Source: an optimization exercise on an open RTL-to-GDS flow (aim: small area and a short achievable clock period). Production flows keep margins and buffers that such runs may drop. Function was not checked in any run shown here: the RTL went through the layout flow alone.

File: design/flow/design.v
module s_sat_13_12 (
    input  signed [12:0] din,
    output signed [11:0] dout
);
    assign dout = (din[12] ^ din[11]) ? {din[12], {11{~din[12]}}} : din[11:0];
endmodule
module s_sat_22_12 (
    input  signed [21:0] din,
    output signed [11:0] dout
);
    wire ovf = (din[21] != din[20]) || (din[21] != din[19]);
    assign dout = ovf ? {din[21], {11{~din[21]}}} : din[19:8];
endmodule
module butterfly (
    input  signed [11:0] din_a_re,
    input  signed [11:0] din_a_im,
    input  signed [11:0] din_b_re,
    input  signed [11:0] din_b_im,
    output signed [11:0] dout_a_re,
    output signed [11:0] dout_a_im,
    output signed [11:0] dout_b_re,
    output signed [11:0] dout_b_im
);
    wire signed [12:0] add_re = din_a_re + din_b_re;
    wire signed [12:0] add_im = din_a_im + din_b_im;
    wire signed [12:0] sub_re = din_a_re - din_b_re;
    wire signed [12:0] sub_im = din_a_im - din_b_im;
    s_sat_13_12 sa0 (.din(add_re), .dout(dout_a_re));
    s_sat_13_12 sa1 (.din(add_im), .dout(dout_a_im));
    s_sat_13_12 sa2 (.din(sub_re), .dout(dout_b_re));
    s_sat_13_12 sa3 (.din(sub_im), .dout(dout_b_im));
endmodule
module tf_multi (
    input  signed [11:0] din_re,
    input  signed [11:0] din_im,
    input         [2:0]  k,
    output signed [11:0] dout_re,
    output signed [11:0] dout_im
);
    wire signed [11:0] a = din_re;
    wire signed [11:0] b = din_im;
    wire signed [20:0] a5   = (a <<< 2) + a;
    wire signed [20:0] a3   = (a <<< 1) + a;
    wire signed [20:0] a97  = (a3 <<< 5) + a;
    wire signed [20:0] a236 = (a <<< 8) - (a5 <<< 2);
    wire signed [20:0] a181 = (a5 <<< 5) + (a5 <<< 2) + a;
    wire signed [20:0] a256 = a <<< 8;
    wire signed [20:0] b5   = (b <<< 2) + b;
    wire signed [20:0] b3   = (b <<< 1) + b;
    wire signed [20:0] b97  = (b3 <<< 5) + b;
    wire signed [20:0] b236 = (b <<< 8) - (b5 <<< 2);
    wire signed [20:0] b181 = (b5 <<< 5) + (b5 <<< 2) + b;
    wire signed [20:0] b256 = b <<< 8;
    reg signed [20:0] re_a, re_b, im_a, im_b;
    reg ra_n, ea_re, eb_re, ia_n, ib_n, ea_im, eb_im;
    always @(*) begin
        re_a = 21'sd0; re_b = 21'sd0; im_a = 21'sd0; im_b = 21'sd0;
        ra_n = 1'b0; ea_re = 1'b0; eb_re = 1'b0;
        ia_n = 1'b0; ib_n = 1'b0; ea_im = 1'b0; eb_im = 1'b0;
        case (k)
            3'd1: begin re_a = a236; re_b = b97;  eb_re = 1'b1;
                        im_a = a97;  im_b = b236; ia_n = 1'b1; ea_im = 1'b1; end
            3'd2: begin re_a = a181; re_b = b181; eb_re = 1'b1;
                        im_a = a181; im_b = b181; ia_n = 1'b1; ea_im = 1'b1; end
            3'd3: begin re_a = a97;  re_b = b236; eb_re = 1'b1;
                        im_a = a236; im_b = b97;  ia_n = 1'b1; ea_im = 1'b1; end
            3'd4: begin re_a = 21'sd0; re_b = b256;
                        im_a = a256; im_b = 21'sd0; ia_n = 1'b1; end
            3'd5: begin re_a = a97;  re_b = b236; ra_n = 1'b1; ea_re = 1'b1; eb_re = 1'b1;
                        im_a = a236; im_b = b97;  ia_n = 1'b1; ib_n = 1'b1; ea_im = 1'b1; eb_im = 1'b1; end
            3'd6: begin re_a = a181; re_b = b181; ra_n = 1'b1; ea_re = 1'b1; eb_re = 1'b1;
                        im_a = a181; im_b = b181; ia_n = 1'b1; ib_n = 1'b1; ea_im = 1'b1; eb_im = 1'b1; end
            default: begin re_a = a236; re_b = b97; ra_n = 1'b1; ea_re = 1'b1; eb_re = 1'b1;
                        im_a = a97;  im_b = b236; ia_n = 1'b1; ib_n = 1'b1; ea_im = 1'b1; eb_im = 1'b1; end
        endcase
    end
    wire signed [20:0] ea = {{9{a[11]}}, a};
    wire signed [20:0] eb = {{9{b[11]}}, b};
    wire signed [21:0] s_re = (ra_n ? -re_a : re_a) + re_b
                            + (ea_re ? -ea : 21'sd0) + (eb_re ? eb : 21'sd0);
    wire signed [21:0] s_im = -im_a + (ib_n ? -im_b : im_b)
                            + (ea_im ? -ea : 21'sd0) + (eb_im ? -eb : 21'sd0);
    s_sat_22_12 sat0 (.din(s_re), .dout(dout_re));
    s_sat_22_12 sat1 (.din(s_im), .dout(dout_im));
endmodule
module tf_multi2 (
    input  signed [11:0] din_re,
    input  signed [11:0] din_im,
    input         [1:0]  k,        
    output signed [11:0] dout_re,
    output signed [11:0] dout_im
);
    wire signed [11:0] a = din_re;
    wire signed [11:0] b = din_im;
    wire signed [12:0] u = a + b;
    wire signed [12:0] v = b - a;
    wire signed [21:0] u5 = (u <<< 2) + u;
    wire signed [21:0] v5 = (v <<< 2) + v;
    wire signed [21:0] u181 = (u5 <<< 5) + (u5 <<< 2) + u;
    wire signed [21:0] v181 = (v5 <<< 5) + (v5 <<< 2) + v;
    wire signed [21:0] a256 = a <<< 8;
    wire signed [21:0] b256 = b <<< 8;
    reg signed [21:0] s_re, s_im;
    always @(*) begin
        case (k)
            2'd2:    begin s_re = b256;      s_im = -a256; end
            2'd3:    begin s_re = v181 + v;  s_im = -(u181 + u); end
            default: begin s_re = u181 + b;  s_im = v181 - a; end
        endcase
    end
    s_sat_22_12 sat0 (.din(s_re), .dout(dout_re));
    s_sat_22_12 sat1 (.din(s_im), .dout(dout_im));
endmodule
module fft_16 (
    input                clk,
    input                rst_n,
    input                en,
    input  signed [11:0] sin_re,
    input  signed [11:0] sin_im,
    output signed [11:0] sout_re,
    output signed [11:0] sout_im
);
    reg [3:0] count;
    always @(posedge clk) begin
        if (!rst_n || !en) count <= 4'd0;
        else               count <= count + 4'd1;
    end
    reg signed [11:0] d1_re [0:7];
    reg signed [11:0] d1_im [0:7];
    reg signed [11:0] s1_re, s1_im;
    reg signed [11:0] m1_re, m1_im;
    wire signed [11:0] bf1_a_re, bf1_a_im, bf1_b_re, bf1_b_im;
    wire signed [11:0] tf1_re, tf1_im;
    butterfly bf1 (.din_a_re(d1_re[7]), .din_a_im(d1_im[7]),
                   .din_b_re(sin_re),   .din_b_im(sin_im),
                   .dout_a_re(bf1_a_re), .dout_a_im(bf1_a_im),
                   .dout_b_re(bf1_b_re), .dout_b_im(bf1_b_im));
    tf_multi tf1 (.din_re(d1_re[6]), .din_im(d1_im[6]), .k(count[2:0] + 3'd1),
                  .dout_re(tf1_re), .dout_im(tf1_im));
    integer i;
    always @(posedge clk) begin
        m1_re <= tf1_re;
        m1_im <= tf1_im;
        if (!rst_n) begin
            for (i = 0; i < 8; i = i + 1) begin
                d1_re[i] <= 12'd0;
                d1_im[i] <= 12'd0;
            end
            s1_re <= 12'd0;
            s1_im <= 12'd0;
        end else begin
            d1_re[0] <= count[3] ? bf1_b_re : sin_re;
            d1_im[0] <= count[3] ? bf1_b_im : sin_im;
            for (i = 1; i < 8; i = i + 1) begin
                d1_re[i] <= d1_re[i-1];
                d1_im[i] <= d1_im[i-1];
            end
            s1_re <= count[3] ? bf1_a_re : (count[2:0] == 3'd0) ? d1_re[7] : m1_re;
            s1_im <= count[3] ? bf1_a_im : (count[2:0] == 3'd0) ? d1_im[7] : m1_im;
        end
    end
    wire bfly2 = (count[2:0] == 3'd0) | (count[2] & (count[1] | count[0]));
    reg signed [11:0] d2_re [0:3];
    reg signed [11:0] d2_im [0:3];
    reg signed [11:0] s2_re, s2_im;
    reg signed [11:0] m2_re, m2_im;
    wire signed [11:0] bf2_a_re, bf2_a_im, bf2_b_re, bf2_b_im;
    wire signed [11:0] tf2_re, tf2_im;
    butterfly bf2 (.din_a_re(d2_re[3]), .din_a_im(d2_im[3]),
                   .din_b_re(s1_re),    .din_b_im(s1_im),
                   .dout_a_re(bf2_a_re), .dout_a_im(bf2_a_im),
                   .dout_b_re(bf2_b_re), .dout_b_im(bf2_b_im));
    tf_multi2 tf2 (.din_re(d2_re[2]), .din_im(d2_im[2]), .k(count[1:0]),
                   .dout_re(tf2_re), .dout_im(tf2_im));
    always @(posedge clk) begin
        m2_re <= tf2_re;
        m2_im <= tf2_im;
        if (!rst_n) begin
            for (i = 0; i < 4; i = i + 1) begin
                d2_re[i] <= 12'd0;
                d2_im[i] <= 12'd0;
            end
            s2_re <= 12'd0;
            s2_im <= 12'd0;
        end else begin
            d2_re[0] <= bfly2 ? bf2_b_re : s1_re;
            d2_im[0] <= bfly2 ? bf2_b_im : s1_im;
            for (i = 1; i < 4; i = i + 1) begin
                d2_re[i] <= d2_re[i-1];
                d2_im[i] <= d2_im[i-1];
            end
            s2_re <= bfly2 ? bf2_a_re : (count[1:0] == 2'd1) ? d2_re[3] : m2_re;
            s2_im <= bfly2 ? bf2_a_im : (count[1:0] == 2'd1) ? d2_im[3] : m2_im;
        end
    end
    reg signed [11:0] d3_re [0:1];
    reg signed [11:0] d3_im [0:1];
    reg signed [11:0] s3_re, s3_im;
    wire signed [11:0] bf3_a_re, bf3_a_im, bf3_b_re, bf3_b_im;
    wire signed [11:0] neg3_re = (d3_re[1] == 12'h800) ? 12'sd2047 : -d3_re[1];
    butterfly bf3 (.din_a_re(d3_re[1]), .din_a_im(d3_im[1]),
                   .din_b_re(s2_re),    .din_b_im(s2_im),
                   .dout_a_re(bf3_a_re), .dout_a_im(bf3_a_im),
                   .dout_b_re(bf3_b_re), .dout_b_im(bf3_b_im));
    always @(posedge clk) begin
        if (!rst_n) begin
            d3_re[0] <= 12'd0; d3_im[0] <= 12'd0;
            d3_re[1] <= 12'd0; d3_im[1] <= 12'd0;
            s3_re <= 12'd0;    s3_im <= 12'd0;
        end else begin
            d3_re[0] <= count[1] ? s2_re : bf3_b_re;
            d3_im[0] <= count[1] ? s2_im : bf3_b_im;
            d3_re[1] <= d3_re[0];
            d3_im[1] <= d3_im[0];
            s3_re <= ~count[1] ? bf3_a_re : count[0] ? d3_im[1] : d3_re[1];
            s3_im <= ~count[1] ? bf3_a_im : count[0] ? neg3_re  : d3_im[1];
        end
    end
    reg signed [11:0] d4_re, d4_im;
    reg signed [11:0] s4_re, s4_im;
    wire signed [11:0] bf4_a_re, bf4_a_im, bf4_b_re, bf4_b_im;
    butterfly bf4 (.din_a_re(d4_re), .din_a_im(d4_im),
                   .din_b_re(s3_re), .din_b_im(s3_im),
                   .dout_a_re(bf4_a_re), .dout_a_im(bf4_a_im),
                   .dout_b_re(bf4_b_re), .dout_b_im(bf4_b_im));
    always @(posedge clk) begin
        if (!rst_n) begin
            d4_re <= 12'd0; d4_im <= 12'd0;
            s4_re <= 12'd0; s4_im <= 12'd0;
        end else begin
            d4_re <= count[0] ? s3_re : bf4_b_re;
            d4_im <= count[0] ? s3_im : bf4_b_im;
            s4_re <= count[0] ? d4_re : bf4_a_re;
            s4_im <= count[0] ? d4_im : bf4_a_im;
        end
    end
    assign sout_re = s4_re;
    assign sout_im = s4_im;
endmodule
File: design/flow/constraint.sdc
create_clock -name core_clock -period 11.0 [get_ports {clk}]
set_input_delay 2.2000 -clock core_clock [delete_from_list [all_inputs] [get_ports {clk}]]
set_output_delay 2.2000 -clock core_clock [all_outputs]
set_load 0.01 [all_outputs]
File: design/flow/config.mk
export PLATFORM = sky130hd
export DESIGN_NAME = fft_16
export DESIGN_NICKNAME = fft_16
export VERILOG_FILES = /design/flow/design.v
export SDC_FILE = /design/flow/constraint.sdc
export NUM_CORES = 4
export LEC_CHECK = 0
export CAP_MARGIN = 20
export CORE_MARGIN = 2
export CORE_UTILIZATION = 40
export SLEW_MARGIN = 20
File: design/flow/run.sh
#!/bin/bash
# synth_recipe.tcl (not shown) runs the flow's synth.tcl, then flattens the netlist and writes it again
# the make line also repeats each setting of config.mk as NAME=value (left out here)
make -C /OpenROAD-flow-scripts/flow DESIGN_CONFIG=/design/flow/config.mk WORK_HOME=/design/flow/orfs CLKGATE_MAP_FILE= SYNTH_SCRIPT=/design/flow/synth_recipe.tcl finish
==> results of run 1 <==
==> cells by family after synthesis <==
family | count (synthesis) | synth area share (%)
compound gates | 1613 | 22.18
simple gates | 1312 | 14.81
buf+inv | 798 | 6.592
fa+ha+maj | 786 | 23.85
flops | 508 | 22.30
xor+xnor | 435 | 8.449
mux | 78 | 1.816
==> metrics by stage <==
step | instance area [µm²] | std cells
global placement | 47700 | 6936
global route | 49660 | 7037
finish | 49680 | 7043
floorplan | 45610 | 5530
detailed placement | 47720 | 6936
CTS | 49650 | 7037
==> worst max path at each step <==
stage / from / end / slack, ns / depth (start not counted)
after detailed placement: d1_re[6][1]$_SDFF_PN0_ / m1_re[10]$_DFF_P_ / 1.50 / 33
after global routing: d1_re[6][1]$_SDFF_PN0_ / m1_re[2]$_DFF_P_ / 0.62 / 34
after floorplan: d1_re[6][11]$_SDFF_PN0_ / m1_re[10]$_DFF_P_ / 2.64 / 33
after CTS: d1_re[6][1]$_SDFF_PN0_ / m1_re[2]$_DFF_P_ / 1.45 / 33
final: d1_re[6][1]$_SDFF_PN0_ / m1_re[2]$_DFF_P_ / 1.39 / 34
after global placement: d1_re[6][1]$_SDFF_PN0_ / m1_re[7]$_DFF_P_ / 1.66 / 33
==> synth_stat cells (75+ instances only) <==
cell	count
nor2_1	274
nand2b_1	75
inv_1	593
ha_1	576
fa_1	157
a21oi_1	542
and2_1	299
nand3_1	84
clkbuf_1	184
nand2_1	267
dfxtp_1	508
xor2_1	108
o21ai_0	440
xnor2_1	322
nor3_1	77
a21o_1	90
==> routing by layer <==
metal / GRT usage, % / wire length, µm / up-vias
li1: - / - / 19090
met1: 31.23 / 61610 / 18040
met2: 36.66 / 60150 / 941
met3: 2.967 / 7923 / 194
met4: 5.984 / 3592 / 2
met5: 0 / 13 / -
==> worst max-delay path, delay by kind of cell, from the launching register on <==
kind            cells  cell delay, ns
fa+ha+maj           6            2.55
simple gates        9            1.76
buf+inv             3            0.18
xor+xnor            3            0.79
compound gates     13            3.35
flops               1            0.81
==> area by class of cell <==
type	instances	area [µm²]
repair buffers	107	933.4
well taps	1500	1877
clock buffers	68	1516
inverters	597	2241
multi-input cells	4224	32510
fillers	11200	63130
clock inverters	33	412.9
flip-flops and latches	508	10170
diodes	6	15.01
==> state kept, by name, indices dropped and copies added, names as in the netlist, 24 cells and up <==
register / cells
d1_re: 96
d2_re: 48
d2_im: 48
d1_im: 96
d3_im: 24
d3_re: 24
==> results_dict.tcl, run 1 <==
set metrics [dict create \
    grt.total_usage_pct 22.53 \
    layout_setup_ws_ns 1.393 \
    crit_slowest_cell "dfxtp_1" \
    worstSetupEndpointType "register" \
    grt_pass1_vias 36730 \
    cts_resized 0 \
    h-tree-depth 2 \
    cts_buffers 56 \
    slew_headroom_pct 20.54 \
    cts_hold_repair.buffers 0 \
    async_reset_ff_share_pct 0 \
    yosys.area.top_type "dfxtp_1" \
    worstSkewPairLatency_ns 0.69 \
    portBuffers 50 \
    syn_to_final_growth_pct 8.912 \
    clk_path_buf_depth 3 \
    yosysSeqAreaShare_pct 22.30 \
    drc_errors 0 \
    fmax_mhz 104.1 \
    reg2reg_setup_slack_ns 1.39 \
    final_core_util_pct 44.04 \
    rr_startpoint "d1_re[6][1]$_SDFF_PN0_" \
    synth_ff_type "dfxtp_1" \
    crit_arrival_ns 10.10 \
    root_buffer "clkbuf_16" \
    rows 123 \
    holdWs_ns 0.4074 \
    hold-path-cell-count 1 \
    drt_iter0_markers 2854 \
    holdCritStartpoint "d1_re[2][7]$_SDFF_PN0_" \
    synth_nets 6290 \
    grt_pass1_wl_um 209400 \
    ys_ff_latch 508 \
    synthTopCellsByArea "dfxtp_1 (22%), ha_1 (16%), fa_1 (6.9%)" \
    period_needed_ns 9.607 \
    hpwl_um 104700 \
    maxSlewViolCount 0 \
    via_count 38260 \
    setup_viol 0 \
    post_drt_wl_per_cell_um 18.93 \
    worstSetupStartpointType "register" \
    core_area_um2 112800 \
    ios 51 \
    finalNetCount 6254 \
    fin_skew_ns 0.04550 \
    tns_ns 0 \
    final.period_utilization_pct 87.34 \
    via_per_inst 5.433 \
    yosysWarnings 15 \
    place_ws_ns 1.502 \
    fp.dieW_um 341.7 \
    final_common_cell "inv_1" \
    firstDrtPassIters 6 \
    post_cts_buffers 0 \
    gr-total-overflow 0 \
    finalWirelength_um 133300 \
    fp.dieH_um 341.7 \
    grt_start_max_net_pins 106 \
    cts_tree "done" \
    hold_path_end "d1_re[3][7]$_SDFF_PN0_" \
    synth_top_area_share_pct 22.30 \
    rsz0062_at_grt "false" \
    hold_class "reg -> reg" \
    worst_pin_slew_ns 1.162 \
    synth_cell_types 96 \
    crit_path_max_incr_delay_ns 0.81 \
    syn-mean-instance-area_um2 8.248 \
    antenna_found_initial 6 \
    initial_utilization_pct 40.43 \
    cp_max_fo 18 \
    path_class "reg -> reg" \
    r2r_end "m1_re[2]$_DFF_P_" \
    clock_sinks 508 \
    synth_area_um2 45610 \
    synth_edf_count 0 \
    gp_congestion 0.9517 \
    ant_nets 0 \
    status "no timing/DRC/antenna violations" \
    clk_pin_slew_ns 0.06 \
    r2r_cells 34 \
    hold_viol_final 0 \
    drv_cap 0 \
    cp.required_ns 11.49 \
    drive_gt1_share_pct 4.876 \
    syn_inst 5530 \
    die_area_um2 116700 \
    mostFrequentLayoutCells "inv_1 (593), ha_1 (575), a21oi_1 (542)" \
]
==> inputs of run 2 (changes only) <==
--- a/design/flow/config.mk
+++ b/design/flow/config.mk
@@ -6,6 +6,8 @@
 export NUM_CORES = 4
 export LEC_CHECK = 0
+export ABC_CLOCK_PERIOD_IN_PS = 3000
 export CAP_MARGIN = 20
 export CORE_MARGIN = 2
 export CORE_UTILIZATION = 40
+export SETUP_SLACK_MARGIN = 5
 export SLEW_MARGIN = 20
==> results_dict.tcl, run 2 <==
set metrics [dict create \
    cts_tree "done" \
    crit_arrival_ns 8.66 \
    seqCellArea_um2 10260 \
    place_area_um2 48690 \
    clk_pin_slew_ns 0.07 \
    rows 123 \
    gp_congestion 0.9437 \
    synth_ff_type "dfxtp_1" \
    synth_area_um2 45610 \
    root_buffer "clkbuf_16" \
    finalNetCount 6512 \
    fp.dieH_um 341.7 \
    worstSetupEndpointType "register" \
    synth_top_area_share_pct 22.30 \
    clk_path_buf_depth 3 \
    synth_edf_count 0 \
    grt_pass1_vias 38280 \
    rr_startpoint "d1_re[6][3]$_SDFF_PN0_" \
    tns_ns 0 \
    hold_viol_final 0 \
    drive_gt1_share_pct 17.81 \
    hpwl_um 101500 \
    worstSetupStartpointType "register" \
    maxSlewViolCount 0 \
    synth_nets 6290 \
    r2r_end "m1_re[4]$_DFF_P_" \
    ant_nets 0 \
    slew_headroom_pct 28.82 \
    synthTopCellsByArea "dfxtp_1 (22%), ha_1 (16%), fa_1 (6.9%)" \
    gr-total-overflow 0 \
    fin_cells 7295 \
    crit_path_max_incr_delay_ns 0.56 \
    ios 51 \
    h-tree-depth 2 \
    final_common_cell "inv_1" \
    syn_to_final_growth_pct 22.06 \
    portBuffers 50 \
    yosysSeqAreaShare_pct 22.30 \
    cp_max_fo 4 \
    ys_ff_latch 508 \
    die_area_um2 116700 \
    setup_viol 0 \
    hold_class "reg -> reg" \
    rsz0062_at_grt "true" \
    async_reset_ff_share_pct 0 \
    fp.dieW_um 341.7 \
    worst_pin_slew_ns 1.060 \
    finalWirelength_um 140200 \
    final_core_util_pct 49.35 \
    grt.total_usage_pct 23.12 \
    clock_sinks 508 \
    dp.cells 6924 \
    drv_cap 0 \
    holdCritStartpoint "d2_im[1][7]$_SDFF_PN0_" \
    top_regs "d1_im x96, d1_re x96" \
    yosys.area.top_type "dfxtp_1" \
    drt_iter0_markers 3370 \
    reg2reg_setup_slack_ns 2.83 \
    worstSkewPairLatency_ns 0.63 \
    cts_hold_repair.buffers 0 \
    synth_cell_types 96 \
    via_per_inst 5.478 \
    grt_start_max_net_pins 128 \
    via_count 39960 \
    r2r_cells 35 \
    post_drt_wl_per_cell_um 19.22 \
    syn_inst 5530 \
    firstDrtPassIters 7 \
    n_fill_cell 10530 \
    hold-path-cell-count 1 \
    drc_errors 0 \
    syn-mean-instance-area_um2 8.248 \
    multi_input_area_um2 36230 \
    stdcell_area_um2 55670 \
    fmax_mhz 122.4 \
    yosysWarnings 15 \
    period_needed_ns 8.171 \
    cp.required_ns 11.49 \
    initial_utilization_pct 40.43 \
    core_area_um2 112800 \
    yosysMostFrequentCell "inv_1" \
    antenna_found_initial 2 \
    status "no timing/DRC/antenna violations" \
    final.period_utilization_pct 74.28 \
    grt_pass1_wl_um 216500 \
    cts_buffers 51 \
    path_class "reg -> reg" \
    fin_skew_ns 0.03371 \
    mostFrequentLayoutCells "inv_1 (561), ha_1 (487), dfxtp_1 (477)" \
    yosys-top-cells-count "inv_1 (593), ha_1 (576), a21oi_1 (542)" \
    hold_path_end "d2_im[2][7]$_SDFF_PN0_" \
    crit_slowest_cell "fa_1" \
]
run 2: cell counts after synthesis:
No cell type changed its count.
run 2: critical path: cells and delay by family, from the launching register on:
family | cells | cell delay, ns
XOR/XNOR | 3 | 0.56
adder cells (fa/ha/maj) | 6 | 2.34
buffers and inverters | 7 | 0.61
flip-flops | 1 | 0.38
AND/OR/NAND/NOR | 7 | 1.30
AO/OA/AOI/OAI | 12 | 2.83
run 2: cells by family (layout without fill, tap and decap cells):
group	Yosys count	after routing	share of synthesized area, %
multiplexers	78	78	1.816
XOR/XNOR	435	435	8.449
other	0	1	0
buffers and inverters	798	1057	6.592
AO/OA/AOI/OAI	1613	1618	22.18
AND/OR/NAND/NOR	1312	1312	14.81
adder cells (fa/ha/maj)	786	786	23.85
flip-flops	508	508	22.30
run 2: repair_timing:
action	4_1_cts	5_1_grt
gates cloned	9	2
resized for setup	383	165
setup buffers	215	48
pin swaps	237	173
setup endpoints to repair	48	66
run 2: per-stage QoR:
step / setup slack, ns / hold slack (ns)
after CTS: 3.191 / 0.3985
after global placement: 2.249 / 0.4127
final: 2.829 / 0.4059
after global routing: 2.565 / 0.4269
after detailed placement: 2.119 / 0.4169
after floorplan: 3.737 / 0.4111
run 2: routing by layer:
layer	share of wire, %	GRT usage [%]	vias to the layer above
met5	0	0	-
met2	46	38.08	1058
met4	2.4	5.213	0
met3	5.2	2.333	207
met1	46	32.49	19100
li1	-	-	19600
run 2: final cells by class:
class	instances	share of cell area [%]
Clock inverter	22	0.4293
Sequential cell	508	18.43
Timing Repair Buffer	365	5.872
Inverter	597	4.079
Antenna cell	1	0.004495
Tap cell	1500	3.371
Clock buffer	73	2.733
Multi-Input combinational cell	4229	65.08
run 2: worst max-delay path by stage:
stage / startpoint / end / slack (ns) / cells after the start
finish: d1_re[6][3]$_SDFF_PN0_ / m1_re[4]$_DFF_P_ / 2.83 / 35
global route: d1_re[6][8]$_SDFF_PN0_ / m1_re[4]$_DFF_P_ / 2.56 / 34
CTS: d1_re[6][3]$_SDFF_PN0_ / m1_re[9]$_DFF_P_ / 3.19 / 37
detailed placement: d1_re[6][6]$_SDFF_PN0_ / m1_re[4]$_DFF_P_ / 2.12 / 27
global placement: d1_re[6][6]$_SDFF_PN0_ / m1_re[6]$_DFF_P_ / 2.25 / 27
floorplan: d1_re[6][3]$_SDFF_PN0_ / m1_re[2]$_DFF_P_ / 3.74 / 34

==> what the ideal ports hide <==
No port has a modelled driver above. Below, the same layouts with a new extraction and two added sets of constraints.
Step 1 assumes that a clkbuf_16 drives the clock port and a buf_2 every other input.
Step 2 adds t to the input delays and takes it off the output delays; t is the mean of the earliest and latest rising clock arrival at the registers after step 1. Input paths then give back, and output paths get back, about the clock's delay inside the block.
Three values: ideal ports, drivers, drivers and shift; two values: the first two.
run	t (ns)	slack for setup (ns)	worst setup path after step 2	slew at the worst register clock pin (ns)
run 1	0.738	1.393 / 1.393 / 1.393	register to register	0.07 / 0.07
run 2	0.683	2.829 / 2.829 / 2.829	register to register	0.07 / 0.07
After both steps every run listed still meets setup and hold.
